What follows belongs to an exercise in optimizing a design on an open flow for small area and a short achievable clock period; a production flow would make more cautious choices.
At most, simulation tests tie the RTL to the original design; equivalence was not proved.
Only the layout flow was run in runs 3 to 6; the RTL was not checked for function there.
Power figures rest on the tool's default switching activity, not on a simulated workload.

[design/flow/config.mk]
export PLATFORM = sky130hd
export DESIGN_NAME = Microprocessor
export DESIGN_NICKNAME = Microprocessor
export VERILOG_FILES = /design/flow/design.v
export SDC_FILE = /design/flow/constraint.sdc
export NUM_CORES = 4
export LEC_CHECK = 0
export CAP_MARGIN = 20
export CORE_MARGIN = 2
export CORE_UTILIZATION = 40
export CTS_CLUSTER_DIAMETER = 60
export CTS_CLUSTER_SIZE = 30
export SETUP_SLACK_MARGIN = 3.0
export SLEW_MARGIN = 20
export SYNTH_HIERARCHICAL = 1
export SYNTH_MINIMUM_KEEP_SIZE = 0
export TNS_END_PERCENT = 0
[design/flow/constraint.sdc]
create_clock -name core_clock -period 5.5 [get_ports {clk}]
set_input_delay 1.1000 -clock core_clock [delete_from_list [all_inputs] [get_ports {clk}]]
set_output_delay 1.1000 -clock core_clock [all_outputs]
set_load 0.01 [all_outputs]
[design/flow/design.v]
`timescale 1ns / 1ps
module BankRows(
		input [4:0] x,
		output [2:0] row0,
		output [2:0] row1,
		output [2:0] row2,
		output [2:0] row3
	);
	assign row0 = x[4:2] + {2'b00, x[1:0] == 2'd3};
	assign row1 = x[4:2];
	assign row2 = x[4:2] - {2'b00, x[1:0] == 2'd0};
	assign row3 = x[4:2] - {2'b00, ~x[1]};
endmodule
module AddImm(
		input [7:0] a,
		input [1:0] ic,
		output [7:0] y
	);
	reg [7:0] flip;
	integer k;
	always @(*) begin
		for (k = 0; k < 8; k = k + 1) begin
			case (ic)
				2'd0: flip[k] = 1'b0;
				2'd1: flip[k] = &(a | ~((8'd1 << k) - 8'd1));
				2'd2: flip[k] = (k == 0) ? 1'b0 : ~|(a & ((8'd1 << k) - 8'd2));
				default: flip[k] = ~|(a & ((8'd1 << k) - 8'd1));
			endcase
		end
	end
	assign y = a ^ flip;
endmodule
module BankSel(
		input [3:0] xh,
		input [3:0] ich,
		output [3:0] bank
	);
	genvar k;
	generate
		for (k = 0; k < 4; k = k + 1) begin : g_k
			assign bank[k] = (ich[0] & xh[k]) | (ich[1] & xh[(k + 3) % 4]) |
				(ich[2] & xh[(k + 2) % 4]) | (ich[3] & xh[(k + 1) % 4]);
		end
	endgenerate
endmodule
`timescale 1ns / 1ps
`timescale 1ns / 1ps
module Seg2 #(parameter [3:0] TABLE = 4'b0000) (
		input [1:0] x,
		output y
	);
	assign y = TABLE[x];
endmodule
module OpDecoder(
		input [1:0] op,
		output [6:0] seg
	);
	Seg2 #(4'b0101) s0(.x(op), .y(seg[0]));
	Seg2 #(4'b1001) s1(.x(op), .y(seg[1]));
	Seg2 #(4'b1101) s2(.x(op), .y(seg[2]));
	Seg2 #(4'b1110) s3(.x(op), .y(seg[3]));
	Seg2 #(4'b0011) s4(.x(op), .y(seg[4]));
	Seg2 #(4'b0111) s5(.x(op), .y(seg[5]));
	Seg2 #(4'b0101) s6(.x(op), .y(seg[6]));
endmodule
`timescale 1ns / 1ps
module HexDecoder(
		input [3:0] bcd,
		output [6:0] seg
	);
	assign seg = bcd == 4'd0 ? 7'b0111111 :
		bcd == 4'd1 ? 7'b0000110 :
		bcd == 4'd2 ? 7'b1011011 :
		bcd == 4'd3 ? 7'b1001111 :
		bcd == 4'd4 ? 7'b1100110 :
		bcd == 4'd5 ? 7'b1101101 :
		bcd == 4'd6 ? 7'b1111101 :
		bcd == 4'd7 ? 7'b0000111 :
		bcd == 4'd8 ? 7'b1111111 :
		bcd == 4'd9 ? 7'b1101111 :
		bcd == 4'd10 ? 7'b1110111 :
		bcd == 4'd11 ? 7'b1111100 :
		bcd == 4'd12 ? 7'b0111001 :
		bcd == 4'd13 ? 7'b1011110 :
		bcd == 4'd14 ? 7'b1111001 :
		7'b1110001;
endmodule
module HexDecoder2(
		input [1:0] bcd,
		output reg [6:0] seg
	);
	always @(*) begin
		case (bcd)
			2'd0: seg = 7'b0111111;
			2'd1: seg = 7'b0000110;
			2'd2: seg = 7'b1011011;
			default: seg = 7'b1001111;
		endcase
	end
endmodule
`timescale 1ns / 1ps
module Sel4 #(parameter W = 8) (
		input [3:0] sel,
		input [W-1:0] d0,
		input [W-1:0] d1,
		input [W-1:0] d2,
		input [W-1:0] d3,
		output [W-1:0] y
	);
	assign y = ({W{sel[0]}} & d0) | ({W{sel[1]}} & d1) | ({W{sel[2]}} & d2) | ({W{sel[3]}} & d3);
endmodule
module Dec2(
		input [1:0] x,
		output [3:0] y
	);
	assign y = 4'b0001 << x;
endmodule
module NextVal(
		input ld,
		input [7:0] ldata,
		input sel_alt,
		input [7:0] alt,
		input [7:0] hold,
		output [7:0] next
	);
	assign next = ld ? ldata : sel_alt ? alt : hold;
endmodule
`timescale 1ns / 1ps
module RowDec(
		input [2:0] row,
		output [7:0] y
	);
	assign y = 8'b00000001 << row;
endmodule
module BankRead(
		input [7:0] rsel,
		input [63:0] bytes,
		output [7:0] data
	);
	reg [7:0] y;
	integer r;
	always @(*) begin
		y = 8'd0;
		for (r = 0; r < 8; r = r + 1)
			y = y | ({8{rsel[r]}} & bytes[r * 8 +: 8]);
	end
	assign data = y;
endmodule
`timescale 1ns / 1ps
module Microprocessor(
		input clk,
		input reset,
		input [7:0] instruction,
		output reg [7:0] pc,
		output [6:0] display_low,
		output [6:0] display_high,
		output [6:0] display_op,
		output [6:0] display_rs,
		output [6:0] display_rt,
		output [6:0] display_rd,
		output [4:0] display_pc
	);
	wire [1:0] op = instruction[7:6];
	wire [1:0] rs = instruction[5:4];
	wire [1:0] rt = instruction[3:2];
	wire [1:0] rd = instruction[1:0];
	wire [1:0] ic = instruction[1:0];
	wire [7:0] imm = {{7{instruction[1]}}, instruction[0]};
	wire is_add   = op == 2'b00;
	wire is_load  = op == 2'b01;
	wire is_store = op == 2'b10;
	wire is_jump  = op == 2'b11;
	reg [7:0] R [0:3];
	reg [7:0] M [0:31];
	reg [7:0] disp;
	wire [3:0] rs_oh, rt_oh;
	Dec2 dec_rs(.x(rs), .y(rs_oh));
	Dec2 dec_rt(.x(rt), .y(rt_oh));
	wire [7:0] a, b;
	Sel4 #(8) read_a(.sel(rs_oh), .d0(R[0]), .d1(R[1]), .d2(R[2]), .d3(R[3]), .y(a));
	Sel4 #(8) read_b(.sel(rt_oh), .d0(R[0]), .d1(R[1]), .d2(R[2]), .d3(R[3]), .y(b));
	wire [7:0] sum = a + b;
	wire [7:0] ea;
	AddImm add_imm(.a(a), .ic(ic), .y(ea));
	wire [2:0] rows [0:3][0:3];
	genvar g, h;
	generate
		for (g = 0; g < 4; g = g + 1) begin : g_rows
			BankRows bank_rows(.x(R[g][4:0]), .row0(rows[g][0]), .row1(rows[g][1]),
				.row2(rows[g][2]), .row3(rows[g][3]));
		end
	endgenerate
	wire [3:0] ic_oh;
	Dec2 dec_ic(.x(ic), .y(ic_oh));
	wire [3:0] a_oh;
	Dec2 dec_a(.x(a[1:0]), .y(a_oh));
	wire [3:0] bank;
	BankSel bank_sel(.xh(a_oh), .ich(ic_oh), .bank(bank));
	wire [31:0] we;
	wire [7:0] bword [0:3];
	generate
		for (h = 0; h < 4; h = h + 1) begin : g_bank
			wire [2:0] row;
			Sel4 #(3) row_sel(.sel(rs_oh), .d0(rows[0][h]), .d1(rows[1][h]), .d2(rows[2][h]),
				.d3(rows[3][h]), .y(row));
			wire [7:0] row_oh;
			RowDec row_dec(.row(row), .y(row_oh));
			wire [63:0] bytes;
			for (g = 0; g < 8; g = g + 1) begin : g_byte
				assign bytes[g * 8 +: 8] = M[g * 4 + h];
				assign we[g * 4 + h] = is_store & bank[h] & row_oh[g];
			end
			BankRead bank_read(.rsel(row_oh), .bytes(bytes), .data(bword[h]));
		end
	endgenerate
	wire [7:0] mdata;
	Sel4 #(8) data_sel(.sel(bank), .d0(bword[0]), .d1(bword[1]), .d2(bword[2]), .d3(bword[3]),
		.y(mdata));
	wire [7:0] rnext [0:3];
	wire [7:0] dnext;
	generate
		for (g = 0; g < 4; g = g + 1) begin : g_rnext
			NextVal next_r(.ld(is_load & rt_oh[g]), .ldata(mdata),
				.sel_alt(is_add & (rd == g)), .alt(sum), .hold(R[g]), .next(rnext[g]));
		end
	endgenerate
	NextVal next_d(.ld(is_load), .ldata(mdata), .sel_alt(is_store), .alt(ea), .hold(sum), .next(dnext));
	always @(posedge reset or posedge clk) begin
		if (reset) begin
			R[0] <= 8'd0;
			R[1] <= 8'd0;
			R[2] <= 8'd0;
			R[3] <= 8'd0;
		end else begin
			R[0] <= rnext[0];
			R[1] <= rnext[1];
			R[2] <= rnext[2];
			R[3] <= rnext[3];
		end
	end
	integer i;
	always @(posedge reset or posedge clk) begin
		if (reset) begin
			for (i = 0; i < 16; i = i + 1) begin
				M[i] <= i;
				M[i + 16] <= -i;
			end
		end else begin
			for (i = 0; i < 32; i = i + 1)
				if (we[i])
					M[i] <= b;
		end
	end
	always @(posedge reset or posedge clk) begin
		if (reset) begin
			pc <= 8'd0;
			disp <= 8'd0;
		end else begin
			pc <= pc + (is_jump ? imm + 8'd1 : 8'd1);
			disp <= dnext;
		end
	end
	assign display_pc = pc[4:0];
	HexDecoder d_low(.bcd(disp[3:0]), .seg(display_low));
	HexDecoder d_high(.bcd(disp[7:4]), .seg(display_high));
	HexDecoder2 d_rs(.bcd(rs), .seg(display_rs));
	HexDecoder2 d_rt(.bcd(rt), .seg(display_rt));
	HexDecoder2 d_rd(.bcd(rd), .seg(display_rd));
	OpDecoder d_op(.op(op), .seg(display_op));
endmodule
[design/flow/run.sh]
#!/bin/bash
# synth_recipe.tcl (not shown) runs the flow's synth.tcl, then flattens the netlist and writes it again
# the make line also repeats each setting of config.mk as NAME=value (left out here)
make -C /OpenROAD-flow-scripts/flow DESIGN_CONFIG=/design/flow/config.mk WORK_HOME=/design/flow/orfs CLKGATE_MAP_FILE= SYNTH_SCRIPT=/design/flow/synth_recipe.tcl finish
==> metrics.md, run 1 <==
| Metric | Value |
|---|---|
| Via/cell ratio | `~5.7` |
| Synth top area cells | `dfrtp_1 (27%), dfstp_2 (19%), mux2_2 (17%)` |
| DR iter-0 viols | `740` |
| FILL cells | `3772` |
| Critical path type | `reg2reg` |
| Post-Route WL | `44600 um` |
| Final setup fails | `0` |
| Final Skew | `between 30 and 40 ps` |
| Post-Layout Inst Area | `19500 sq um` |
| Main synth FF type | `dfrtp_1` |
| Wire per inst | `between 20 and 25 um` |
| Layout cells sized above 1 | `0.497` |
| Fmax | `between 300 and 400 MHz` |
| WP data required | `around 6000 ps` |
| GR Util met1 | `0.277` |
| Post-synth ARST share | `1.00` |
| Setup crit start kind | `flip-flop` |
| GRT overflow | `0` |
| Path depth of the worst reg2reg path | `13` |
| Initial antenna violation count | `0` |
| Iteration count of the initial detailed-routing pass | `5` |
| Int Pwr | `3.57 mW` |
| Synthesis Warnings | `14` |
| Slew Limit Fails | `0` |
| CP Max Fanout | `6` |
| Die width | `210 um` |
| Routability cong. | `0.882` |
| Gr busiest metal | `met2` |
| Critical Path Sink Type | `flip-flop` |
| H-tree depth reported by CTS | `1` |
| Clock sinks | `304` |
| Net Sw Power | `1.32 mW` |
| Netlist cell types | `57` |
| Port bufs | `slightly above 60` |
| Nets | `1548` |
| Slew at the pin closest to its max-slew limit | `between 800 and 900 ps` |
| Longest Clk Path Bufs | `3` |
| Hold Vio Cnt, Final | `0` |
| PD cells | `about 250 nW/um^2` |
| Status | `timing/DRC/antenna clean` |
| Slew HR | `0.424` |
| Placed inst area | `17500 sq um` |
| All-Layer GR Usage | `0.201` |
| Cell taking the most area after synthesis | `dfrtp_1` |
| Switching part of the total | `0.269` |
| Largest net degree at the start of global routing | `between 90 and 100` |
| CTS tree | `done` |
| Clk latency of the worst-skew pair | `a little under 600 ps` |
| Part of the power in registers | `0.475` |
| Num rows | `75` |
| Num ports | `65` |
| Share of the synthesized area in the top cell type | `0.267` |
| Max cap viols | `0` |
| Post-DP HPWL | `around 28000 um` |
| Seq cells post-synth | `approximately 300` |
| Clock share of power | `0.425` |
| Reg clk slew, reported paths | `80 ps` |
| Core area | `41900 sq um` |
| Logic pwr share | `0.100` |
| Die Ht | `210 um` |
| Post-Syn Nets | `1484` |
| Avg Inst Size Synth | `11.8 sq um` |
| Met2 usage | `0.330` |
| WHS | `between 400 and 500 ps` |
| Setup TNS | `0 ps` |
| Vias in the first global route | `11900` |
| Post-synthesis sequential area ratio | `0.460` |
| Footprint of the multi-input gates | `roughly 8600 sq um` |
| Arr. time, crit path | `3470 ps` |
| DRC | `0` |
| GR Util met3 | `0.0226` |
| Count of flip-flops with a built-in enable after synthesis | `0` |
| FF/Latch Area | `7790 sq um` |
| Leak pwr | `8.45 nW` |
| Type of the worst min-delay path | `reg2reg` |
| Hold path cells | `1` |
| Final Cycle Share | `0.552` |
| Min Tclk post-route | `roughly 3000 ps` |
| Area growth syn-to-layout | `15.4%` |
| Die area | `43900 sq um` |
| Cts bufs inserted | `28` |
| Antenna-violating nets left | `0` |
| Post-Syn Instances | `1434` |
| Total number of vias | `11800` |
| Global-route wire length before repair | `69900 um` |
| # diodes | `0` |
| Max rail drop VDD | `0.000186 V` |
| Root Buffer | `clkbuf_16` |
| Synth Cell Area | `16900 sq um` |
| Initial core utilization | `0.404` |
| Unrepaired setup endpoints after global routing | `true` |
## Yosys cell counts (17+ instances only)
master,n
a22oi_2,30
a22oi_1,178
xor2_1,24
clkbuf_1,28
o21ai_1,42
dfstp_2,124
buf_6,47
a21oi_1,18
mux2i_1,44
nand2_2,32
and2_1,17
nor2_1,20
nand4_1,33
dfrtp_1,180
nand2_1,97
mux2_2,256
buf_4,29
ha_1,38
inv_1,46
## worst paths after layout
check	startpoint	to	slack (ps)
setup / recovery	R[0][0]	R[1][0]	2460
hold / removal	pc[7]	pc[7]	480
setup reg to reg	R[0][0]	R[1][0]	2460
hold reg to reg	pc[7]	pc[7]	480
max in group asynchronous	reset	M[26][7]	3420
min in group asynchronous	reset	M[4][7]	1030
## critical path, stage by stage (launching register included)
cell and delay (ps):
dfrtp_2 470, and2_4 170, ha_4 160, ha_4 150
xor2_1 160, a22oi_2 310, nand2_2 170, and3b_2 300
a22oi_2 200, nand4_1 240, a22oi_2 250, nand2_2 140
nand2_1 90, o21ai_1 70
## final cells by class
cell class | count | share of cell area
clock inverter | 21 | 0.0124
sequential | 304 | 0.399
clock buffer | 31 | 0.0381
timing repair buffer | 148 | 0.0670
multi-input combinational | 970 | 0.439
inverter | 46 | 0.00905
tap | 539 | 0.0346
## per-module statistics from Yosys (local to each module, per instance), excerpt
module,area [sq um],cells,flip-flops and latches
Dec2,26.3,4,0
BankRead,379,48,0
RowDec,65.1,8,0
HexDecoder2,42.5,8,0
BankRows,160,21,0
BankSel,75.1,12,0
Microprocessor,11700,710,304
AddImm,248,35,0
NextVal,173,26,0
HexDecoder,224,36,0
## layer usage
metal	part of all wire	wire [um]
met5	0	0
met1	0.45	20000
met2	0.47	21200
met4	0.033	1460
met3	0.044	1970
## timing repair
action,4_1_cts,5_1_grt
cloned,5,1
endpoints found under the setup margin,355,349
buffers inserted,44,10
hold buffers,0,0
gates resized for setup,214,31
pin swaps,43,33
## power by group through the flow
| stage | Clock (mW) | Sequential (mW) | Combinational (mW) |
|---|---|---|---|
| after CTS | 2.12 | 2.32 | 0.485 |
| after global placement | 0 | 2.36 | 0.457 |
| after floorplan | 0 | 2.36 | 0.296 |
| final | 2.07 | 2.32 | 0.489 |
| after global routing | 2.21 | 2.33 | 0.531 |
| after detailed placement | 0 | 2.36 | 0.461 |
## cell usage in the layout, fill, tap and decap left out, types with 33 or more instances in the layout
cell type and n:
a22oi_1 134, a22oi_2 74, buf_4 79, dfrtp_1 159, dfstp_2 124, inv_1 45, mux2_2 256, mux2i_1 44
nand2_1 69, nand2_2 57, nand4_1 33, o21ai_1 42
## per-stage QoR
stage | setup slack [ps] | cells | total power [mW] | util
3_3_place_gp | 766 | 1947 | 2.82 | 0.418
3_5_place_dp | 698 | 1947 | 2.82 | 0.418
4_1_cts | 2520 | 2048 | 4.93 | 0.460
6_report | 2460 | 2059 | 4.88 | 0.466
2_1_floorplan | 458 | 1434 | 2.66 | -
5_1_grt | 2360 | 2059 | 5.07 | 0.466
## state kept, by name (all words and copies together) (netlist names)
register / cells
pc: 8
disp: 8
R: 32
M: 256
## logic make-up (layout without fill, tap and decap cells)
family,Yosys count,count (layout),synth area share
other,3,3,0.000667
adders and majority gates,40,40,0.0305
muxes,300,300,0.197
AOI/OAI and AO/OA,289,289,0.129
buffers and inverters,164,246,0.0651
DFF,304,304,0.460
and+or+nand+nor,296,300,0.0989
xor gates and xnor gates,38,38,0.0197
==> inputs of run 2 (changes only) <==
==> design/flow/flow/run.sh (new file) <==
#!/bin/bash
# Standard layout, with two changes:
# - the port buffers are buf_1 cells instead of the cell buffer_ports picks;
# - timing repair may resize a gate to a cell of another width
#   (MATCH_CELL_FOOTPRINT=0); the platform sets 1, which keeps each resized
#   gate to cells of its own width.
set -euo pipefail
export BUFFER_PORTS_ARGS="-buffer_cell sky130_fd_sc_hd__buf_1"
bash standard.sh MATCH_CELL_FOOTPRINT=0 finish > standard_make.log 2>&1
==> design/flow/standard.sh (new file) <==
#!/bin/bash
# synth_recipe.tcl (not shown) runs the flow's synth.tcl, then flattens the netlist and writes it again
# the make line also repeats each setting of config.mk as NAME=value (left out here)
make -C /OpenROAD-flow-scripts/flow DESIGN_CONFIG=/design/flow/config.mk WORK_HOME=/design/flow/orfs CLKGATE_MAP_FILE= SYNTH_SCRIPT=/design/flow/synth_recipe.tcl "${@:-finish}"
removed: design/flow/run.sh
==> metrics.md, run 2 <==
| Metric | Value |
|---|---|
| Status | `timing/DRC/antenna clean` |
| Clock sinks | `304 (unchanged)` |
| Port bufs | `61 (unchanged)` |
| Compound-Gate Fraction of Synth Area | `0.129 (unchanged)` |
| Synthesis Warnings | `14 (unchanged)` |
| WP data required | `5910 ps (-20 ps)` |
| Unrepaired setup endpoints after global routing | `true` |
| Path depth of the worst reg2reg path | `13 (unchanged)` |
| Area growth syn-to-layout | `15.0%` |
| Commonest non-fill, non-tap cell in the layout | `mux2_2` |
| Count of flip-flops with a built-in enable after synthesis | `0 (unchanged)` |
| Register with the most flip-flops | `M` |
| # diodes | `0 (unchanged)` |
| Clk latency of the worst-skew pair | `570 ps (-20 ps)` |
| Post-synth ARST share | `1.00 (unchanged)` |
| Hold Vio Cnt, Final | `0 (unchanged)` |
| Post-synthesis sequential area ratio | `0.460 (unchanged)` |
| Post-DP HPWL | `28000 um (-1.4%)` |
| Seq cells post-synth | `304 (unchanged)` |
| FILL cells | `3786 (+0.37%)` |
| Reg clk slew, reported paths | `80 ps (about the same)` |
| Share of the synthesized area in the top cell type | `0.267 (unchanged)` |
| Top Registers | `M: 256 flops, R: 32 flops` |
| Iteration count of the initial detailed-routing pass | `5 (unchanged)` |
| CTS tree | `done` |
| Layout cells sized above 1 | `0.513 (+0.0167)` |
| Final Skew | `19.6 ps (-18.6 ps)` |
| Largest net degree at the start of global routing | `198 (+100%)` |
| Tot Pwr | `4.73 mW (-3.2%)` |
| Initial antenna violation count | `0 (unchanged)` |
| Setup crit start kind | `flip-flop` |
| Slew Limit Fails | `0 (unchanged)` |
| Wire per inst | `21.3 um (-1.6%)` |
| Final setup fails | `0 (unchanged)` |
| Max cap viols | `0 (unchanged)` |
| GRT overflow | `0 (unchanged)` |
| Placed inst area | `17100 sq um (-2.2%)` |
| Synth Cell Area | `16900 sq um (unchanged)` |
| Leak pwr | `8.34 nW (-1.3%)` |
| Critical path type | `reg2reg` |
| Die width | `210 um (unchanged)` |
| Largest family of logic cells by synthesized area | `multiplexers` |
| Type of the worst min-delay path | `in2async` |
| PD cells | `243 nW/um^2 (-2.8%)` |
| Cts bufs inserted | `27 (-3.6%)` |
| Post-Syn Nets | `1484 (unchanged)` |
| Initial core utilization | `0.404 (unchanged)` |
| DRC | `0 (unchanged)` |
| Setup TNS | `0 ps (unchanged)` |
| Min Tclk post-route | `3020 ps (-18.9 ps)` |
| Num ports | `65 (unchanged)` |
| Hold_buf cts | `0 (unchanged)` |
| Critical Path Sink Type | `flip-flop` |
| Num rows | `75 (unchanged)` |
| Slew at the pin closest to its max-slew limit | `840 ps (-22.0 ps)` |
| Cell taking the most area after synthesis | `dfrtp_1` |
| Synth top area cells | `dfrtp_1 (27%), dfstp_2 (19%), mux2_2 (17%)` |
| Antenna-violating nets left | `0 (unchanged)` |
| Max rail drop VDD | `0.000207 V (+12%)` |
| Root Buffer | `clkbuf_16` |
| Netlist cell types | `57 (unchanged)` |
| Synth Area in Simple Gates | `0.0989 (unchanged)` |
| Post-synthesis mux area share | `0.197 (unchanged)` |
| Vias in the first global route | `11700 (-2.0%)` |
| Routability cong. | `0.861 (-2.4%)` |
| Post-Syn Instances | `1434 (unchanged)` |
| All-Layer GR Usage | `0.197 (-0.00376)` |
| Most frequent cells after synthesis | `mux2_2 (256), dfrtp_1 (180), a22oi_1 (178)` |
| Final core occ | `0.464 (-0.00173)` |
| Longest Clk Path Bufs | `3 (unchanged)` |
| H-tree depth reported by CTS | `1 (unchanged)` |
| Main synth FF type | `dfrtp_1` |
| CP Max Fanout | `6 (unchanged)` |
| Worst slack, placed | `1070 ps (+372 ps)` |
| DR iter-0 viols | `862 (+16%)` |
| Adder-Cell Fraction of Synth Area | `0.0305 (unchanged)` |
| Synth Area in XOR/XNOR | `0.0197 (unchanged)` |
| Final Cycle Share | `0.549 (-0.00344)` |
| Most frequent cells in the layout | `mux2_2 (256), dfrtp_1 (167), dfstp_2 (124), a22oi_1 (107), a22oi_2 (101)` |
| Nets | `1563 (+0.97%)` |
| Post-Route WL | `44200 um (-0.99%)` |
| Core area | `41900 sq um (unchanged)` |
| Avg Inst Size Synth | `11.8 sq um (unchanged)` |
| Total number of vias | `11800 (+0.30%)` |
| Arr. time, crit path | `3430 ps (-40 ps)` |
| Global-route wire length before repair | `68500 um (-2.0%)` |
| Via/cell ratio | `5.70 (-0.33%)` |
| Final WS setup | `2480 ps (+18.9 ps)` |
| Most common cell in the netlist | `mux2_2` |
| Largest register FFs | `256 (unchanged)` |
| Die Ht | `210 um (unchanged)` |
| Post-Layout Inst Area | `19400 sq um (-0.37%)` |
| Fmax | `331 MHz (+0.63%)` |
| Die area | `43900 sq um (unchanged)` |
| Slew HR | `0.436 (+0.0118)` |
-- run 2: Yosys stat by module (local to each module, per instance), excerpt --
module / area, sq um / cells inside
AddImm: 248 / 35
RowDec: 65.1 / 8
BankRead: 379 / 48
NextVal: 173 / 26
Microprocessor: 11700 / 710
HexDecoder: 224 / 36
HexDecoder2: 42.5 / 8
-- run 2: path summary, 6_finish.rpt --
path                         start        to  slack [ps]
setup reg to reg           R[1][0]   R[2][4]        2480
min in group core_clock      pc[7]     pc[7]         460
setup / recovery           R[1][0]   R[2][4]        2480
max in group asynchronous    reset  M[10][1]        3740
hold / removal               reset   M[0][2]         460
hold reg to reg              pc[7]     pc[7]         460
-- run 2: repair_timing --
item	in CTS	in global routing
gates cloned	11	2
pin swaps	64	45
setup endpoints to repair	341	339
setup buffers	35	26
resized for setup	188	34
-- run 2: metal layers --
metal | vias to the layer above | wire, um | track usage
met2 | 254 | 21100 | 0.327
met5 | - | 0 | 0
met4 | 0 | 1370 | 0.0619
met1 | 6096 | 20100 | 0.273
li1 | 5374 | - | -
met3 | 89 | 1610 | 0.0218
-- run 2: per-stage QoR --
step                hold slack, ps  cells
detailed placement             454   1948
CTS                            448   2043
global placement               454   1948
global route                   474   2072
finish                         464   2072
floorplan                      480   1434
-- run 2: power by group --
group          switching [mW]  internal (mW)  total, mW
sequential             0.0525           2.27       2.32
clock                   0.968           1.01       1.98
combinational           0.271          0.154      0.425
total                    1.29           3.44       4.73
-- run 2: worst max-delay path, cell delays in order, from the launching register on --
cell,delay [ps]
dfrtp_2,450
and2_4,170
ha_1,180
ha_2,260
a22oi_2,240
nand2_2,160
buf_4,170
and3b_2,250
a22oi_2,190
nand4_1,200
a22oi_2,300
nand2_4,130
nand2_1,90
o21ai_1,70
-- run 2: layout make-up --
| type | count | area [sq um] | area share |
|---|---|---|---|
| repair buffers | 159 | 1100 | 0.0568 |
| well taps | 539 | 674 | 0.0347 |
| multi-input cells | 975 | 8770 | 0.452 |
| clock buffers | 29 | 693 | 0.0357 |
| inverters | 46 | 176 | 0.00908 |
| clock inverters | 20 | 228 | 0.0117 |
| flip-flops and latches | 304 | 7780 | 0.400 |
-- run 2: cell families (layout without fill, tap and decap cells) --
group | count (synthesis) | count (layout)
compound gates | 289 | 289
xor+xnor | 38 | 38
fa+ha+maj | 40 | 40
buf+inv | 164 | 254
flops | 304 | 304
mux | 300 | 300
other cells | 3 | 3
simple gates | 296 | 305
==> inputs of run 3 (changes only) <==
--- a/design/flow/design.v
+++ b/design/flow/design.v
@@ -108,6 +108,23 @@
 		output [W-1:0] y
 	);
 	assign y = ({W{sel[0]}} & d0) | ({W{sel[1]}} & d1) | ({W{sel[2]}} & d2) | ({W{sel[3]}} & d3);
+endmodule
+module Mux4 #(parameter W = 8) (
+		input [1:0] sel,
+		input [W-1:0] d0,
+		input [W-1:0] d1,
+		input [W-1:0] d2,
+		input [W-1:0] d3,
+		output reg [W-1:0] y
+	);
+	always @(*) begin
+		case (sel)
+			2'd0: y = d0;
+			2'd1: y = d1;
+			2'd2: y = d2;
+			default: y = d3;
+		endcase
+	end
 endmodule
 module Dec2(
 		input [1:0] x,
@@ -177,8 +194,8 @@
 	Dec2 dec_rs(.x(rs), .y(rs_oh));
 	Dec2 dec_rt(.x(rt), .y(rt_oh));
 	wire [7:0] a, b;
-	Sel4 #(8) read_a(.sel(rs_oh), .d0(R[0]), .d1(R[1]), .d2(R[2]), .d3(R[3]), .y(a));
-	Sel4 #(8) read_b(.sel(rt_oh), .d0(R[0]), .d1(R[1]), .d2(R[2]), .d3(R[3]), .y(b));
+	Mux4 #(8) read_a(.sel(rs), .d0(R[0]), .d1(R[1]), .d2(R[2]), .d3(R[3]), .y(a));
+	Mux4 #(8) read_b(.sel(rt), .d0(R[0]), .d1(R[1]), .d2(R[2]), .d3(R[3]), .y(b));
 	wire [7:0] sum = a + b;
 	wire [7:0] ea;
 	AddImm add_imm(.a(a), .ic(ic), .y(ea));
@@ -201,7 +218,7 @@
 	generate
 		for (h = 0; h < 4; h = h + 1) begin : g_bank
 			wire [2:0] row;
-			Sel4 #(3) row_sel(.sel(rs_oh), .d0(rows[0][h]), .d1(rows[1][h]), .d2(rows[2][h]),
+			Mux4 #(3) row_sel(.sel(rs), .d0(rows[0][h]), .d1(rows[1][h]), .d2(rows[2][h]),
 				.d3(rows[3][h]), .y(row));
 			wire [7:0] row_oh;
 			RowDec row_dec(.row(row), .y(row_oh));
==> design/flow/flow/run.sh (replaced) <==
#!/bin/bash
# Standard layout, with the port buffers made of buf_1 cells instead of the
# cell buffer_ports picks by itself.
set -euo pipefail
export BUFFER_PORTS_ARGS="-buffer_cell sky130_fd_sc_hd__buf_1"
bash standard.sh > standard_make.log 2>&1
==> metrics.md, run 3 <==
| Metric | Value |
|---|---|
| Register with the most flip-flops | `M` |
| Buf+Inv Stages, Crit Path | `0 (-1)` |
| Antenna-violating nets left | `0 (unchanged)` |
| Num rows | `75 (unchanged)` |
| Avg Inst Size Synth | `12.3 sq um (+4.7%)` |
| Seq cells post-synth | `304 (unchanged)` |
| Reg clk slew, reported paths | `80 ps (about the same)` |
| Post-synth ARST share | `1.00 (unchanged)` |
| Cell taking the most area after synthesis | `dfrtp_1` |
| Total number of vias | `11700 (-1.0%)` |
| # diodes | `0 (unchanged)` |
| Worst path cell trace | `and2_1 > ha_1 > ha_1 > xor2_1 > mux4_2 > and3b_2 > a22oi_2 > nand4_1 > a22oi_2 > nand2_4 > nand2_1 > o21ai_1` |
| Slew HR | `0.287 (-0.149)` |
| Most frequent cells after synthesis | `mux2_2 (256), dfrtp_1 (180), a22oi_1 (134)` |
| Path depth of the worst reg2reg path | `12 (-1)` |
| Most frequent cells in the layout | `mux2_2 (256), dfrtp_1 (167), dfstp_2 (124), a22oi_1 (107), buf_4 (66)` |
| Max rail drop VDD | `0.000257 V (+24%)` |
| Clk latency of the worst-skew pair | `560 ps (about the same)` |
| Initial antenna violation count | `0 (unchanged)` |
| Arr. time, crit path | `3700 ps (+270 ps)` |
| Root Buffer | `clkbuf_16` |
| Stages on worst setup path | `12 (-1)` |
| CP Max Fanout | `7 (+1)` |
| Max cap viols | `0 (unchanged)` |
| Crit-path slowest cell | `mux4_2` |
| Core area | `41900 sq um (unchanged)` |
| Count of flip-flops with a built-in enable after synthesis | `0 (unchanged)` |
| All-Layer GR Usage | `0.219 (+0.0215)` |
| Netlist cell types | `60 (+5.3%)` |
| Slew at the pin closest to its max-slew limit | `1070 ps (+230 ps)` |
| Slew Limit Fails | `0 (unchanged)` |
| Iteration count of the initial detailed-routing pass | `5 (unchanged)` |
| FF/Latch Area | `7780 sq um (unchanged)` |
| FILL cells | `3819 (+0.87%)` |
| Top Registers | `M: 256 flops, R: 32 flops` |
| Commonest non-fill, non-tap cell in the layout | `mux2_2` |
| Hold Crit Endpoint | `pc[7]` |
| Port bufs | `61 (unchanged)` |
| Slowest stage delay, CP | `600 ps (+150 ps)` |
| Die width | `210 um (about the same)` |
| CTS tree | `done` |
| Clock sinks | `304 (unchanged)` |
| DR iter-0 viols | `929 (+7.8%)` |
| Wire per inst | `24.3 um (+14%)` |
| Post-Route WL | `48100 um (+8.9%)` |
| Post-Syn Instances | `1370 (-4.5%)` |
| Vias in the first global route | `11700 (+0.13%)` |
| Die area | `43900 sq um (about the same)` |
| Via/cell ratio | `5.91 (+3.7%)` |
| Setup crit start kind | `flip-flop` |
| Synth Cell Area | `16900 sq um (about the same)` |
| Global-route wire length before repair | `73700 um (+7.6%)` |
| HP Start | `pc[7]` |
| Cts bufs inserted | `23 (-15%)` |
| H-tree depth reported by CTS | `1 (unchanged)` |
| Layout cells sized above 1 | `0.486 (-0.0276)` |
| Hold path cells | `1` |
| R2R setup slack | `2210 ps (-270 ps)` |
| Post-DP HPWL | `28000 um (+0.25%)` |
| Largest net degree at the start of global routing | `133 (-33%)` |
| Share of the synthesized area in the top cell type | `0.267 (about the same)` |
| Hold_buf cts | `0 (unchanged)` |
| Min Tclk post-route | `3290 ps (+269 ps)` |
| Setup TNS | `0 ps (unchanged)` |
| Nets | `1473 (-5.8%)` |
| Unrepaired setup endpoints after global routing | `true` |
| Synth top area cells | `dfrtp_1 (27%), dfstp_2 (19%), mux2_2 (17%)` |
| Type of the worst min-delay path | `reg2reg` |
| Post-synthesis sequential area ratio | `0.459 (about the same)` |
| DRC | `0 (unchanged)` |
| Final setup fails | `0 (unchanged)` |
| Post-Syn Nets | `1420 (-4.3%)` |
| Fmax | `304 MHz (-8.2%)` |
| Final core occ | `0.452 (-0.0120)` |
| Status | `timing/DRC/antenna clean` |
| Critical Path Sink Type | `flip-flop` |
| Largest register FFs | `256 (unchanged)` |
| Synthesis Warnings | `16 (+2)` |
| Critical path type | `reg2reg` |
| Hold Vio Cnt, Final | `0 (unchanged)` |
| GRT overflow | `0 (unchanged)` |
| Crit-path leading delay family | `simple AND/OR/NAND/NOR gates` |
| Routability cong. | `0.838 (-2.7%)` |
| Main synth FF type | `dfrtp_1` |
| Die Ht | `210 um (about the same)` |
| Most common cell in the netlist | `mux2_2` |
| Final Skew | `19.2 ps (-0.409 ps)` |
| Final Cycle Share | `0.598 (+0.0490)` |
| Worst r2r src | `R[2][1]` |
| Initial core utilization | `0.404 (about the same)` |
| Footprint of the multi-input gates | `8570 sq um (-2.3%)` |
| Num ports | `65 (unchanged)` |
| Longest Clk Path Bufs | `3 (unchanged)` |
| Area growth syn-to-layout | `12.0%` |
| Leak pwr | `8.13 nW (-2.5%)` |
| FF-to-FF End | `R[1][3]` |
| WP data required | `5910 ps (about the same)` |
| PD cells | `237 nW/um^2 (-2.5%)` |
[run 3: worst max path at each step]
stage | from | endpoint | slack [ps]
2_1_floorplan | reset | M[0][0] | 460
3_3_place_gp | instruction[4] | disp[1] | 920
3_5_place_dp | instruction[2] | R[2][6] | 980
4_1_cts | R[1][0] | R[0][0] | 2320
5_1_grt | R[0][0] | disp[3] | 2150
6_report | R[2][1] | R[1][3] | 2210
[run 3: cells by family after synthesis]
kind of cell | synth area share
and+or+nand+nor | 0.0911
muxes | 0.237
adders and majority gates | 0.0305
buffers and inverters | 0.0617
AOI/OAI and AO/OA | 0.100
xor gates and xnor gates | 0.0197
other | 0.000666
DFF | 0.459
[run 3: layout make-up]
type	count	area share
clock buffers	23	0.0304
clock inverters	18	0.0129
inverters	46	0.00932
multi-input cells	915	0.453
flip-flops and latches	304	0.411
well taps	539	0.0356
repair buffers	133	0.0477
[run 3: worst register-to-register path, stage by stage, from the launching register on]
cell     delay, ps
dfrtp_2        460
and2_1         170
ha_1           200
ha_1           200
xor2_1         200
mux4_2         600
and3b_2        340
a22oi_2        300
nand4_1        160
a22oi_2        240
nand2_4        130
nand2_1         90
o21ai_1         70
[run 3: metrics by stage]
| stage | cells | setup WS (ps) | power, mW | cell area (sq um) | hold slack, ps |
|---|---|---|---|---|---|
| after floorplan | 1370 | 458 | 2.61 | 16900 | 480 |
| after global placement | 1879 | 917 | 2.68 | 17100 | 457 |
| after detailed placement | 1879 | 976 | 2.68 | 17100 | 462 |
| after CTS | 1970 | 2320 | 4.53 | 18700 | 473 |
| after global routing | 1978 | 2150 | 4.67 | 18900 | 504 |
| final | 1978 | 2210 | 4.49 | 18900 | 469 |
[run 3: report_power, final]
group	total (mW)	internal (mW)	switching [mW]	leakage [nW]
logic	0.332	0.120	0.212	3.98
clock network	1.83	0.850	0.984	0.398
registers	2.32	2.27	0.0515	3.75
total	4.49	3.24	1.25	8.13
[run 3: Yosys stat by module (local to each module, per instance), excerpt]
| module | times used | flip-flops and latches |
|---|---|---|
| HexDecoder2 | 3 | 0 |
| Microprocessor | 1 | 304 |
| HexDecoder | 2 | 0 |
| BankRows | 4 | 0 |
| RowDec | 4 | 0 |
| NextVal | 5 | 0 |
| BankSel | 1 | 0 |
| AddImm | 1 | 0 |
| Dec2 | 3 | 0 |
| BankRead | 4 | 0 |
[run 3: routing by layer]
layer,routed length [um],up-vias,share of wire,GRT usage
met1,21000,5998,0.44,0.306
met5,0,-,0,0
met3,3510,106,0.073,0.0373
li1,-,5135,-,-
met2,21800,451,0.45,0.341
met4,1820,0,0.038,0.0831
[run 3: timing repair]
action / 4_1_cts / 5_1_grt
cloned: 10 / 1
setup buffers: 40 / 7
pin swaps: 24 / 24
endpoints found under the setup margin: 341 / 341
resized for setup: 94 / 32
==> inputs of run 4 (changes only) <==
--- a/design/flow/config.mk
+++ b/design/flow/config.mk
@@ -8,8 +8,9 @@
 export CAP_MARGIN = 20
 export CORE_MARGIN = 2
 export CORE_UTILIZATION = 40
-export CTS_CLUSTER_DIAMETER = 60
-export CTS_CLUSTER_SIZE = 30
+export CTS_BUF_LIST = sky130_fd_sc_hd__clkbuf_8
+export CTS_CLUSTER_DIAMETER = 50
+export CTS_CLUSTER_SIZE = 25
 export SETUP_SLACK_MARGIN = 3.0
 export SLEW_MARGIN = 20
 export SYNTH_HIERARCHICAL = 1
==> metrics.md, run 4 <==
| Metric | Value |
|---|---|
| Port bufs | `61 (unchanged)` |
| Part of the power in registers | `0.508 (-0.009)` |
| Critical path type | `reg2reg` |
| Critical Path Sink Type | `flip-flop` |
| Cell taking the most area after synthesis | `dfrtp_1` |
| Largest register FFs | `256 (unchanged)` |
| Main synth FF type | `dfrtp_1` |
| Worst path cell trace | `nor2_2 > ha_2 > ha_2 > xor2_1 > mux4_2 > and3b_2 > buf_6 > a22oi_2 > nand4_1 > a22oi_2 > nand2_4 > nand2_2 > o21ai_1` |
| Initial antenna violation count | `0 (unchanged)` |
| WHS | `468 ps (-0.210 ps)` |
| Longest Clk Path Bufs | `3 (unchanged)` |
| Top Registers | `M: 256 flops, R: 32 flops` |
| Final WS setup | `2260 ps (+46.6 ps)` |
| Arr. time, crit path | `3650 ps (-50 ps)` |
| Buf+Inv Stages, Crit Path | `1 (+1)` |
| Post-synthesis sequential area ratio | `0.459 (unchanged)` |
| Unrepaired setup endpoints after global routing | `true` |
| Reg clk slew, reported paths | `70 ps (about the same)` |
| Global-route wire length before repair | `73800 um (+0.15%)` |
| Register with the most flip-flops | `M` |
| Die width | `210 um (unchanged)` |
| Fmax | `308 MHz (+1.4%)` |
| Synthesis Warnings | `16 (unchanged)` |
| Die Ht | `210 um (unchanged)` |
| Core area | `41900 sq um (unchanged)` |
| Clock sinks | `304 (unchanged)` |
| Post-DP HPWL | `28000 um (unchanged)` |
| Net Sw Power | `1.16 mW (-6.9%)` |
| Die area | `43900 sq um (unchanged)` |
| Synth Cell Area | `16900 sq um (unchanged)` |
| Most common cell in the netlist | `mux2_2` |
| WP data required | `5910 ps (about the same)` |
| DRC | `0 (unchanged)` |
| Final Cycle Share | `0.589 (-0.00848)` |
| Clock share of power | `0.419 (+0.010)` |
| Status | `timing/DRC/antenna clean` |
| All-Layer GR Usage | `0.220 (+0.000736)` |
| Int Pwr | `3.41 mW (+5.2%)` |
| Layout cells sized above 1 | `0.522 (+0.0360)` |
| Crit-path slowest cell | `mux4_2` |
| Antenna-violating nets left | `0 (unchanged)` |
| DR iter-0 viols | `1101 (+19%)` |
| Slew at the pin closest to its max-slew limit | `1050 ps (-15.7 ps)` |
| Final setup fails | `0 (unchanged)` |
| GRT overflow | `0 (unchanged)` |
| Logic pwr share | `0.072 (-0.002)` |
| Max rail drop VDD | `0.000218 V (-15%)` |
| Slew HR | `0.297 (+0.0105)` |
| Hold_buf cts | `0 (unchanged)` |
| Cts bufs inserted | `34 (+48%)` |
| Synth top area cells | `dfrtp_1 (27%), dfstp_2 (19%), mux2_2 (17%)` |
| Count of flip-flops with a built-in enable after synthesis | `0 (unchanged)` |
| H-tree depth reported by CTS | `2 (+1)` |
| Crit-path leading delay family | `simple AND/OR/NAND/NOR gates` |
| R2R setup slack | `2260 ps (+50 ps)` |
| Most frequent cells after synthesis | `mux2_2 (256), dfrtp_1 (180), a22oi_1 (134)` |
| CTS tree | `done` |
| Slew Limit Fails | `0 (unchanged)` |
| Num ports | `65 (unchanged)` |
| Post-Route WL | `48300 um (+0.41%)` |
| Routability cong. | `0.838 (unchanged)` |
| Setup TNS | `0 ps (unchanged)` |
| CP Max Fanout | `8 (+1)` |
| Fin cells | `2008 (+1.5%)` |
| Worst slack, placed | `976 ps (unchanged)` |
| Hold Vio Cnt, Final | `0 (unchanged)` |
| Max cap viols | `0 (unchanged)` |
| Final core occ | `0.460 (+0.00753)` |
| Switching part of the total | `0.254 (-0.0238)` |
| Largest net degree at the start of global routing | `133 (unchanged)` |
| Root Buffer | `clkbuf_8` |
| Type of the worst min-delay path | `reg2reg` |
| Slowest stage delay, CP | `620 ps (+20 ps)` |
| Num rows | `75 (unchanged)` |
| Leak pwr | `8.22 nW (+1.0%)` |
| Most frequent cells in the layout | `mux2_2 (256), dfrtp_1 (167), dfstp_2 (124), a22oi_1 (98), buf_4 (69)` |
| Vias in the first global route | `11800 (+0.85%)` |
| Min Tclk post-route | `3240 ps (-46.6 ps)` |
| Share of the synthesized area in the top cell type | `0.267 (unchanged)` |
| Wire per inst | `24.0 um (-1.1%)` |
| Clk latency of the worst-skew pair | `580 ps (+20 ps)` |
| Avg Inst Size Synth | `12.3 sq um (unchanged)` |
| Iteration count of the initial detailed-routing pass | `5 (unchanged)` |
| Initial core utilization | `0.404 (unchanged)` |
| Post-Syn Nets | `1420 (unchanged)` |
| Post-synth ARST share | `1.00 (unchanged)` |
| Nets | `1493 (+1.4%)` |
| Netlist cell types | `60 (unchanged)` |
| Via/cell ratio | `5.85 (-1.0%)` |
| FILL cells | `3776 (-1.1%)` |
| Post-Syn Instances | `1370 (unchanged)` |
| Seq cells post-synth | `304 (unchanged)` |
| Commonest non-fill, non-tap cell in the layout | `mux2_2` |
| Final Skew | `29.0 ps (+9.87 ps)` |
| Total number of vias | `11700 (+0.50%)` |
| Setup crit start kind | `flip-flop` |
| Dpl cells | `1879 (unchanged)` |
| PD cells | `238 nW/um^2 (+0.15%)` |
| Area growth syn-to-layout | `13.9%` |
[run 4: worst reg2reg max path, cell delays in order (launching register included)]
cell	delay (ps)
dfrtp_1	450
nor2_2	70
ha_2	170
ha_2	170
xor2_1	140
mux4_2	620
and3b_2	350
buf_6	160
a22oi_2	220
nand4_1	160
a22oi_2	270
nand2_4	150
nand2_2	100
o21ai_1	70
[run 4: area by class of cell]
cell class                 count  area [sq um]  share of cell area
timing repair buffer         142           985              0.0512
tap                          539           674              0.0350
clock inverter                25           367              0.0191
antenna                        1          2.50            0.000130
clock buffer                  36           495              0.0257
multi-input combinational    915          8760               0.455
inverter                      46           176             0.00917
sequential                   304          7780               0.404
[run 4: power groups by stage]
stage               clock [mW]  sequential (mW)  combinational [mW]
global placement             0             2.36               0.317
finish                    1.92             2.32               0.331
global route              2.05             2.33               0.373
floorplan                    0             2.36               0.245
CTS                       1.96             2.32               0.334
detailed placement           0             2.36               0.321
[run 4: Yosys stat by module, one instance, submodules excluded, excerpt]
module / cells inside / flops+latches
HexDecoder: 36 / 0
AddImm: 35 / 0
NextVal: 26 / 0
BankRead: 48 / 0
RowDec: 8 / 0
BankRows: 21 / 0
Microprocessor: 710 / 304
HexDecoder2: 8 / 0
Dec2: 4 / 0
BankSel: 12 / 0
[run 4: final timing paths]
| check | depth (start not counted) | start | to |
|---|---|---|---|
| setup / recovery | 13 | R[3][0] | R[2][6] |
| min in group asynchronous | 2 | reset | M[31][3] |
| max in group asynchronous | 3 | reset | R[1][3] |
| hold reg to reg | 1 | pc[7] | pc[7] |
| setup reg to reg | 13 | R[3][0] | R[2][6] |
| hold / removal | 1 | pc[7] | pc[7] |
[run 4: layer usage]
layer,wire length (um),up-vias,GRT usage
met4,1580,0,0.0677
met1,20700,6039,0.302
met5,0,-,0
met2,22100,441,0.348
met3,3920,97,0.0477
li1,-,5172,-
[run 4: stage by stage]
| stage | total power [mW] | area (sq um) |
|---|---|---|
| floorplan | 2.61 | 16900 |
| global placement | 2.68 | 17100 |
| detailed placement | 2.68 | 17100 |
| CTS | 4.62 | 18800 |
| global route | 4.76 | 19200 |
| finish | 4.57 | 19200 |
[run 4: timing repair]
action	CTS	global route
setup endpoints to repair	341	342
pin swaps	33	46
gates resized for setup	95	84
setup buffers	42	12
gates cloned	10	3
[run 4: cell families (layout without fill, tap and decap cells)]
logic type      count (synthesis)  in the layout  synth area share
mux                           328            335             0.237
flops                         304            304             0.459
simple gates                  264            266            0.0911
compound gates                233            233             0.100
buf+inv                       160            249            0.0617
fa+ha+maj                      40             40            0.0305
xor+xnor                       38             38            0.0197
other cells                     3              4          0.000666
==> inputs of run 5 (changes only) <==
--- a/design/flow/design.v
+++ b/design/flow/design.v
@@ -42,6 +42,46 @@
 				(ich[2] & xh[(k + 2) % 4]) | (ich[3] & xh[(k + 1) % 4]);
 		end
 	endgenerate
+endmodule
+module Add8(
+		input [7:0] a,
+		input [7:0] b,
+		output [7:0] y
+	);
+	wire [7:0] g = a & b;
+	wire [7:0] p = a ^ b;
+	wire [7:0] g1, p1;
+	wire [7:0] g2, p2;
+	wire [7:0] g3;
+	genvar i;
+	generate
+		for (i = 0; i < 8; i = i + 1) begin : g_l1
+			if (i % 2 == 1) begin : g_m
+				assign g1[i] = g[i] | (p[i] & g[i - 1]);
+				assign p1[i] = p[i] & p[i - 1];
+			end else begin : g_k
+				assign g1[i] = g[i];
+				assign p1[i] = p[i];
+			end
+		end
+		for (i = 0; i < 8; i = i + 1) begin : g_l2
+			if (i % 4 >= 2) begin : g_m
+				assign g2[i] = g1[i] | (p1[i] & g1[(i / 4) * 4 + 1]);
+				assign p2[i] = p1[i] & p1[(i / 4) * 4 + 1];
+			end else begin : g_k
+				assign g2[i] = g1[i];
+				assign p2[i] = p1[i];
+			end
+		end
+		for (i = 0; i < 8; i = i + 1) begin : g_l3
+			if (i >= 4) begin : g_m
+				assign g3[i] = g2[i] | (p2[i] & g2[3]);
+			end else begin : g_k
+				assign g3[i] = g2[i];
+			end
+		end
+	endgenerate
+	assign y = p ^ {g3[6:0], 1'b0};
 endmodule
 `timescale 1ns / 1ps
 `timescale 1ns / 1ps
@@ -108,23 +148,6 @@
 		output [W-1:0] y
 	);
 	assign y = ({W{sel[0]}} & d0) | ({W{sel[1]}} & d1) | ({W{sel[2]}} & d2) | ({W{sel[3]}} & d3);
-endmodule
-module Mux4 #(parameter W = 8) (
-		input [1:0] sel,
-		input [W-1:0] d0,
-		input [W-1:0] d1,
-		input [W-1:0] d2,
-		input [W-1:0] d3,
-		output reg [W-1:0] y
-	);
-	always @(*) begin
-		case (sel)
-			2'd0: y = d0;
-			2'd1: y = d1;
-			2'd2: y = d2;
-			default: y = d3;
-		endcase
-	end
 endmodule
 module Dec2(
 		input [1:0] x,
@@ -194,9 +217,10 @@
 	Dec2 dec_rs(.x(rs), .y(rs_oh));
 	Dec2 dec_rt(.x(rt), .y(rt_oh));
 	wire [7:0] a, b;
-	Mux4 #(8) read_a(.sel(rs), .d0(R[0]), .d1(R[1]), .d2(R[2]), .d3(R[3]), .y(a));
-	Mux4 #(8) read_b(.sel(rt), .d0(R[0]), .d1(R[1]), .d2(R[2]), .d3(R[3]), .y(b));
-	wire [7:0] sum = a + b;
+	Sel4 #(8) read_a(.sel(rs_oh), .d0(R[0]), .d1(R[1]), .d2(R[2]), .d3(R[3]), .y(a));
+	Sel4 #(8) read_b(.sel(rt_oh), .d0(R[0]), .d1(R[1]), .d2(R[2]), .d3(R[3]), .y(b));
+	wire [7:0] sum;
+	Add8 add(.a(a), .b(b), .y(sum));
 	wire [7:0] ea;
 	AddImm add_imm(.a(a), .ic(ic), .y(ea));
 	wire [2:0] rows [0:3][0:3];
@@ -218,7 +242,7 @@
 	generate
 		for (h = 0; h < 4; h = h + 1) begin : g_bank
 			wire [2:0] row;
-			Mux4 #(3) row_sel(.sel(rs), .d0(rows[0][h]), .d1(rows[1][h]), .d2(rows[2][h]),
+			Sel4 #(3) row_sel(.sel(rs_oh), .d0(rows[0][h]), .d1(rows[1][h]), .d2(rows[2][h]),
 				.d3(rows[3][h]), .y(row));
 			wire [7:0] row_oh;
 			RowDec row_dec(.row(row), .y(row_oh));
--- a/design/flow/config.mk
+++ b/design/flow/config.mk
@@ -8,9 +8,8 @@
 export CAP_MARGIN = 20
 export CORE_MARGIN = 2
 export CORE_UTILIZATION = 40
-export CTS_BUF_LIST = sky130_fd_sc_hd__clkbuf_8
-export CTS_CLUSTER_DIAMETER = 50
-export CTS_CLUSTER_SIZE = 25
+export CTS_CLUSTER_DIAMETER = 60
+export CTS_CLUSTER_SIZE = 30
 export SETUP_SLACK_MARGIN = 3.0
 export SLEW_MARGIN = 20
 export SYNTH_HIERARCHICAL = 1
==> metrics.md, run 5 <==
| Metric | Value |
|---|---|
| Status | `timing/DRC/antenna clean` |
| WP data required | `5990 ps (+80 ps)` |
| Final Skew | `18.0 ps (-11.1 ps)` |
| Clk latency of the worst-skew pair | `570 ps (about the same)` |
| Avg Inst Size Synth | `11.8 sq um (-4.2%)` |
| Most common cell in the netlist | `mux2_2` |
| Post-synth ARST share | `1.00 (unchanged)` |
| Post-Route WL | `44100 um (-8.8%)` |
| Clock sinks | `304 (unchanged)` |
| Routability cong. | `0.856 (+2.2%)` |
| Final Cycle Share | `0.567 (-0.0226)` |
| Initial core utilization | `0.404 (about the same)` |
| Arr. time, crit path | `3610 ps (-40 ps)` |
| Layout cells sized above 1 | `0.503 (-0.0188)` |
| Initial antenna violation count | `0 (unchanged)` |
| Vias in the first global route | `11300 (-3.9%)` |
| Reg clk slew, reported paths | `80 ps (about the same)` |
| Max rail drop VDD | `0.000203 V (-6.9%)` |
| Nets | `1534 (+2.7%)` |
| Main synth FF type | `dfrtp_1` |
| Iteration count of the initial detailed-routing pass | `6 (+1)` |
| PD cells | `245 nW/um^2 (+3.1%)` |
| Global-route wire length before repair | `66900 um (-9.4%)` |
| Leak pwr | `8.15 nW (-0.79%)` |
| CTS tree | `done` |
| Post-synthesis sequential area ratio | `0.460 (+0.000784)` |
| Slew HR | `0.384 (+0.0870)` |
| Wire per inst | `21.6 um (-10%)` |
| Seq cells post-synth | `304 (unchanged)` |
| Die width | `209 um (about the same)` |
| Type of the worst min-delay path | `reg2reg` |
| Synthesis Warnings | `14 (-2)` |
| Post-Syn Nets | `1478 (+4.1%)` |
| Die Ht | `209 um (about the same)` |
| Critical Path Sink Type | `flip-flop` |
| DRC | `0 (unchanged)` |
| Register with the most flip-flops | `M` |
| Slew Limit Fails | `0 (unchanged)` |
| Most frequent cells in the layout | `mux2_2 (256), dfrtp_1 (168), dfstp_2 (124), a22oi_1 (117), a22oi_2 (91)` |
| Most frequent cells after synthesis | `mux2_2 (256), dfrtp_1 (180), a22oi_1 (178)` |
| GRT overflow | `0 (unchanged)` |
| Total number of vias | `11600 (-1.3%)` |
| Longest Clk Path Bufs | `3 (unchanged)` |
| Fin cells | `2044 (+1.8%)` |
| Netlist cell types | `58 (-3.3%)` |
| Top Registers | `M: 256 flops, R: 32 flops` |
| Num ports | `65 (unchanged)` |
| Largest register FFs | `256 (unchanged)` |
| Setup crit start kind | `input port` |
| Via/cell ratio | `5.67 (-3.1%)` |
| Synth top area cells | `dfrtp_1 (27%), dfstp_2 (19%), mux2_2 (17%)` |
| Commonest non-fill, non-tap cell in the layout | `mux2_2` |
| CP Max Fanout | `12 (+4)` |
| DR iter-0 viols | `855 (-22%)` |
| Fmax | `321 MHz (+4.0%)` |
| Num rows | `75 (unchanged)` |
| Max cap viols | `0 (unchanged)` |
| Antenna-violating nets left | `0 (unchanged)` |
| All-Layer GR Usage | `0.193 (-0.0265)` |
| Setup TNS | `0 ps (unchanged)` |
| Cell taking the most area after synthesis | `dfrtp_1` |
| Post-DP HPWL | `28300 um (+0.98%)` |
| Hold Vio Cnt, Final | `0 (unchanged)` |
| Critical path type | `in2reg` |
| Area growth syn-to-layout | `13.4%` |
| Die area | `43800 sq um (-0.17%)` |
| Count of flip-flops with a built-in enable after synthesis | `0 (unchanged)` |
| Final setup fails | `0 (unchanged)` |
| # diodes | `0 (-1)` |
| Port bufs | `61 (unchanged)` |
| Core area | `41800 sq um (-0.22%)` |
| Min Tclk post-route | `3120 ps (-124 ps)` |
| Root Buffer | `clkbuf_16` |
| Post-Syn Instances | `1428 (+4.2%)` |
| Cts bufs inserted | `27 (-21%)` |
| Slew at the pin closest to its max-slew limit | `924 ps (-131 ps)` |
| H-tree depth reported by CTS | `1 (-1)` |
| Largest net degree at the start of global routing | `168 (+26%)` |
| Synth Cell Area | `16900 sq um (-0.17%)` |
| Dpl cells | `1944 (+3.5%)` |
| Hold_buf cts | `0 (unchanged)` |
| Unrepaired setup endpoints after global routing | `true` |
| Share of the synthesized area in the top cell type | `0.267 (+0.000455)` |
-- run 5: changes by cell type in the layout (fill, tap and decap cells not counted), moves of 9 or more --
cell and change:
mux4_2 -24, clkbuf_8 -35, a22oi_1 +19, nand2_1 +22
clkbuf_16 +27, a22oi_2 +37, ha_2 -9
-- run 5: final timing paths --
check                          end            from  slack (ps)  depth (start not counted)
min                          pc[7]           pc[7]         470                          1
max reg2reg                R[0][3]         R[0][1]        2410                         14
max in group asynchronous  M[2][4]           reset        3480                          3
max                        disp[4]  instruction[5]        2380                         13
min reg2reg                  pc[7]           pc[7]         470                          1
min in group asynchronous  M[4][7]           reset         660                          2
-- run 5: kinds of logic after synthesis --
group / synth area share
and+or+nand+nor: 0.0975
other: 0.000667
DFF: 0.460
muxes: 0.196
xor gates and xnor gates: 0.0187
buffers and inverters: 0.0662
adders and majority gates: 0.0314
AOI/OAI and AO/OA: 0.129
-- run 5: worst max-delay path, cell delays in order --
cell and delay [ps]:
buf_8 120, nor2b_4 140, buf_6 140, a22oi_2 220, nand2_2 120, ha_4 170
fa_2 360, a21o_4 220, a21oi_4 150, fa_2 470, inv_4 120, mux2i_1 80
o21ai_1 170
-- run 5: power breakdown --
group | internal [mW] | switching, mW | leakage [nW] | total [mW]
Sequential | 2.27 | 0.0514 | 3.75 | 2.32
Clock | 0.976 | 0.984 | 0.440 | 1.96
Combinational | 0.140 | 0.265 | 3.96 | 0.404
Total | 3.39 | 1.30 | 8.15 | 4.69
-- run 5: layer usage --
layer	share of wire	wire, um	track usage	vias up
li1	-	-	-	5309
met1	0.46	20200	0.275	5916
met2	0.47	20600	0.306	287
met3	0.044	1920	0.0226	82
met4	0.030	1330	0.0653	0
met5	0	0	0	-
-- run 5: timing repair --
action                                  in CTS  in global routing
endpoints found under the setup margin     341                341
resized for setup                           61                140
gates cloned                                 2                 10
setup buffers                                2                 36
pin swaps                                    6                 69
-- run 5: modules after synthesis (local to each module, per instance), a selection --
module	area, sq um	copies in the design	cells	flops+latches
HexDecoder	224	2	36	0
Microprocessor	11400	1	676	304
AddImm	248	1	35	0
BankSel	75.1	1	12	0
Add8	258	1	28	0
Dec2	26.3	4	4	0
-- run 5: cell type report --
cell class | count | area [sq um]
fillers | 3765 | 22600
multi-input cells | 965 | 8680
flip-flops and latches | 304 | 7780
repair buffers | 138 | 900
clock buffers | 29 | 693
well taps | 539 | 674
clock inverters | 21 | 224
inverters | 48 | 186
-- run 5: metrics by stage --
stage	total power [mW]	hold WS, ps	worst slack (ps)	instance area (sq um)	utilization
global route	4.88	507	2320	19100	0.458
CTS	4.70	474	2340	18200	0.437
global placement	2.72	457	1150	17100	0.410
finish	4.69	475	2380	19100	0.458
detailed placement	2.72	455	1050	17100	0.410
floorplan	2.65	480	458	16900	-
==> inputs of run 6 (changes only) <==
--- a/design/flow/design.v
+++ b/design/flow/design.v
@@ -1,15 +1,18 @@
 `timescale 1ns / 1ps
 module BankRows(
 		input [4:0] x,
-		output [2:0] row0,
-		output [2:0] row1,
-		output [2:0] row2,
-		output [2:0] row3
-	);
-	assign row0 = x[4:2] + {2'b00, x[1:0] == 2'd3};
-	assign row1 = x[4:2];
-	assign row2 = x[4:2] - {2'b00, x[1:0] == 2'd0};
-	assign row3 = x[4:2] - {2'b00, ~x[1]};
+		output [7:0] row0,
+		output [7:0] row1,
+		output [7:0] row2,
+		output [7:0] row3
+	);
+	wire [7:0] oh = 8'b00000001 << x[4:2];
+	wire [7:0] up = {oh[6:0], oh[7]};
+	wire [7:0] down = {oh[0], oh[7:1]};
+	assign row0 = (x[1:0] == 2'd3) ? up : oh;
+	assign row1 = oh;
+	assign row2 = (x[1:0] == 2'd0) ? down : oh;
+	assign row3 = x[1] ? oh : down;
 endmodule
 module AddImm(
 		input [7:0] a,
@@ -42,46 +45,6 @@
 				(ich[2] & xh[(k + 2) % 4]) | (ich[3] & xh[(k + 1) % 4]);
 		end
 	endgenerate
-endmodule
-module Add8(
-		input [7:0] a,
-		input [7:0] b,
-		output [7:0] y
-	);
-	wire [7:0] g = a & b;
-	wire [7:0] p = a ^ b;
-	wire [7:0] g1, p1;
-	wire [7:0] g2, p2;
-	wire [7:0] g3;
-	genvar i;
-	generate
-		for (i = 0; i < 8; i = i + 1) begin : g_l1
-			if (i % 2 == 1) begin : g_m
-				assign g1[i] = g[i] | (p[i] & g[i - 1]);
-				assign p1[i] = p[i] & p[i - 1];
-			end else begin : g_k
-				assign g1[i] = g[i];
-				assign p1[i] = p[i];
-			end
-		end
-		for (i = 0; i < 8; i = i + 1) begin : g_l2
-			if (i % 4 >= 2) begin : g_m
-				assign g2[i] = g1[i] | (p1[i] & g1[(i / 4) * 4 + 1]);
-				assign p2[i] = p1[i] & p1[(i / 4) * 4 + 1];
-			end else begin : g_k
-				assign g2[i] = g1[i];
-				assign p2[i] = p1[i];
-			end
-		end
-		for (i = 0; i < 8; i = i + 1) begin : g_l3
-			if (i >= 4) begin : g_m
-				assign g3[i] = g2[i] | (p2[i] & g2[3]);
-			end else begin : g_k
-				assign g3[i] = g2[i];
-			end
-		end
-	endgenerate
-	assign y = p ^ {g3[6:0], 1'b0};
 endmodule
 `timescale 1ns / 1ps
 `timescale 1ns / 1ps
@@ -219,11 +182,10 @@
 	wire [7:0] a, b;
 	Sel4 #(8) read_a(.sel(rs_oh), .d0(R[0]), .d1(R[1]), .d2(R[2]), .d3(R[3]), .y(a));
 	Sel4 #(8) read_b(.sel(rt_oh), .d0(R[0]), .d1(R[1]), .d2(R[2]), .d3(R[3]), .y(b));
-	wire [7:0] sum;
-	Add8 add(.a(a), .b(b), .y(sum));
+	wire [7:0] sum = a + b;
 	wire [7:0] ea;
 	AddImm add_imm(.a(a), .ic(ic), .y(ea));
-	wire [2:0] rows [0:3][0:3];
+	wire [7:0] rows [0:3][0:3];
 	genvar g, h;
 	generate
 		for (g = 0; g < 4; g = g + 1) begin : g_rows
@@ -233,19 +195,23 @@
 	endgenerate
 	wire [3:0] ic_oh;
 	Dec2 dec_ic(.x(ic), .y(ic_oh));
-	wire [3:0] a_oh;
-	Dec2 dec_a(.x(a[1:0]), .y(a_oh));
+	wire [3:0] banks [0:3];
+	generate
+		for (g = 0; g < 4; g = g + 1) begin : g_banks
+			wire [3:0] xh;
+			Dec2 dec_x(.x(R[g][1:0]), .y(xh));
+			BankSel bank_sel(.xh(xh), .ich(ic_oh), .bank(banks[g]));
+		end
+	endgenerate
 	wire [3:0] bank;
-	BankSel bank_sel(.xh(a_oh), .ich(ic_oh), .bank(bank));
+	Sel4 #(4) bank_pick(.sel(rs_oh), .d0(banks[0]), .d1(banks[1]), .d2(banks[2]), .d3(banks[3]), .y(bank));
 	wire [31:0] we;
 	wire [7:0] bword [0:3];
 	generate
 		for (h = 0; h < 4; h = h + 1) begin : g_bank
-			wire [2:0] row;
-			Sel4 #(3) row_sel(.sel(rs_oh), .d0(rows[0][h]), .d1(rows[1][h]), .d2(rows[2][h]),
-				.d3(rows[3][h]), .y(row));
 			wire [7:0] row_oh;
-			RowDec row_dec(.row(row), .y(row_oh));
+			Sel4 #(8) row_sel(.sel(rs_oh), .d0(rows[0][h]), .d1(rows[1][h]), .d2(rows[2][h]),
+				.d3(rows[3][h]), .y(row_oh));
 			wire [63:0] bytes;
 			for (g = 0; g < 8; g = g + 1) begin : g_byte
 				assign bytes[g * 8 +: 8] = M[g * 4 + h];
==> metrics.md, run 6 <==
| Metric | Value |
|---|---|
| Layout cells sized above 1 | `0.489 (-0.0143)` |
| Share of the synthesized area in the top cell type | `0.242 (-0.0253)` |
| Synth Area in XOR/XNOR | `0.0211 (+0.00239)` |
| GR Util met1 | `0.314 (+0.0393)` |
| Post-DP HPWL | `32900 um (+16%)` |
| Tot Pwr | `4.71 mW (+0.54%)` |
| Hold Vio Cnt, Final | `0 (unchanged)` |
| Logic pwr share | `0.094 (+0.008)` |
| Synthesis Warnings | `14 (unchanged)` |
| Slew HR | `0.420 (+0.0356)` |
| Buf+Inv Stages, Crit Path | `4 (+1)` |
| Fmax | `343 MHz (+7.0%)` |
| Fin cells | `2373 (+16%)` |
| Area growth syn-to-layout | `13.5% (about the same)` |
| Post-synth ARST share | `1.00 (unchanged)` |
| Post-synthesis sequential area ratio | `0.416 (-0.0436)` |
| Post-Route WL | `52800 um (+20%)` |
| FF-to-FF End | `R[3][5]` |
| Post-synthesis mux area share | `0.191 (-0.00493)` |
| Switching part of the total | `0.268 (-0.00972)` |
| Status | `timing/DRC/antenna clean` |
| Synth Area in Simple Gates | `0.134 (+0.0367)` |
| Compound-Gate Fraction of Synth Area | `0.157 (+0.0276)` |
| CTS tree | `done` |
| Unrepaired setup endpoints after global routing | `true` |
| Clock sinks | `304 (unchanged)` |
| Critical Path Start | `instruction[5]` |
| CP Capture Point | `R[3][6]` |
| Top Registers | `M: 256 flops, R: 32 flops` |
| Synth top area cells | `dfrtp_1 (24%), dfstp_2 (17%), mux2_2 (16%)` |
| WP data required | `5920 ps (-70 ps)` |
| DR iter-0 viols | `1384 (+62%)` |
| Crit-path slowest cell | `a22oi_2` |
| Path depth of the worst reg2reg path | `13 (-1)` |
==> run 6: cell types whose count changed after synthesis, sizes merged, moves of 18 or more <==
cell | before | now
a22oi | 208 | 280
buf | 88 | 108
ha | 36 | 14
inv | 48 | 30
nand2 | 130 | 189
nor2 | 18 | 75
==> run 6: kinds of logic (layout without fill, tap and decap cells) <==
kind of cell | after synthesis | after routing
simple gates | 452 | 464
buf+inv | 168 | 244
xor+xnor | 38 | 38
fa+ha+maj | 16 | 16
mux | 320 | 320
flops | 304 | 304
other cells | 3 | 3
compound gates | 377 | 377
==> run 6: worst min path at each step <==
stage	slack [ps]	cells past startpoint	start	to
after CTS	480	1	pc[7]	pc[7]
after detailed placement	470	1	pc[7]	pc[7]
after global placement	460	1	pc[7]	pc[7]
after global routing	510	1	pc[7]	pc[7]
after floorplan	480	1	M[10][6]	M[10][6]
final	470	1	pc[7]	pc[7]
==> run 6: power groups by stage <==
stage / Sequential, mW / Clock (mW) / Combinational (mW)
2_1_floorplan: 2.36 / 0 / 0.303
4_1_cts: 2.32 / 1.99 / 0.434
3_3_place_gp: 2.36 / 0 / 0.372
6_report: 2.32 / 1.95 / 0.445
5_1_grt: 2.33 / 2.10 / 0.484
3_5_place_dp: 2.36 / 0 / 0.377
==> run 6: through the flow <==
step / hold WS [ps] / setup slack, ps / instance area (sq um) / util
4_1_cts: 479 / 2680 / 20900 / 0.451
6_report: 473 / 2590 / 21200 / 0.457
3_5_place_dp: 465 / 1000 / 18700 / 0.404
3_3_place_gp: 456 / 1080 / 18700 / 0.404
5_1_grt: 507 / 2500 / 21200 / 0.457
2_1_floorplan: 480 / 458 / 18600 / -
==> run 6: timing repair <==
action                                  in CTS  in global routing
setup buffers                               56                 25
gates resized for setup                    225                 16
cloned                                      12                  2
endpoints found under the hold margin        0                  0
endpoints found under the setup margin     339                339
hold buffers                                 0                  0
pin swaps                                   60                 24
==> run 6: per-module statistics from Yosys (local to each module, per instance), excerpt <==
module | cell area [sq um] | flip-flops and latches
BankRows | 398 | 0
Dec2 | 26.3 | 0
HexDecoder2 | 42.5 | 0
Microprocessor | 11700 | 304
BankRead | 379 | 0
BankSel | 75.1 | 0
HexDecoder | 224 | 0
NextVal | 173 | 0
==> run 6: worst register-to-register path, stage by stage, from the launching register on <==
cell,delay [ps]
dfrtp_4,520
buf_4,210
nand3_1,130
inv_1,80
mux2_4,270
a22oi_2,200
buf_4,170
nand2_1,140
a22oi_1,240
nand4_1,190
a22oi_2,250
nand2_2,170
nand2_1,100
o21ai_1,80
==> run 6: cell type report <==
cell class,count,area [sq um]
multi-input cells,1218,10300
repair buffers,166,1250
fillers,4223,25100
well taps,607,759
clock inverters,17,215
inverters,30,116
clock buffers,31,679
flip-flops and latches,304,7820
==> run 6: metal layers <==
metal	vias up	part of all wire
met5	-	0
met3	84	0.053
met4	0	0.029
met2	388	0.46
li1	6265	-
met1	7113	0.46

Setup slack of run 6, layout unchanged: 2.585 ns with ideal ports, 2.568 ns with driving cells assumed (clock clkbuf_16, inputs buf_2), 1.949 ns with port delays also shifted by the 0.619 ns mid clock arrival.
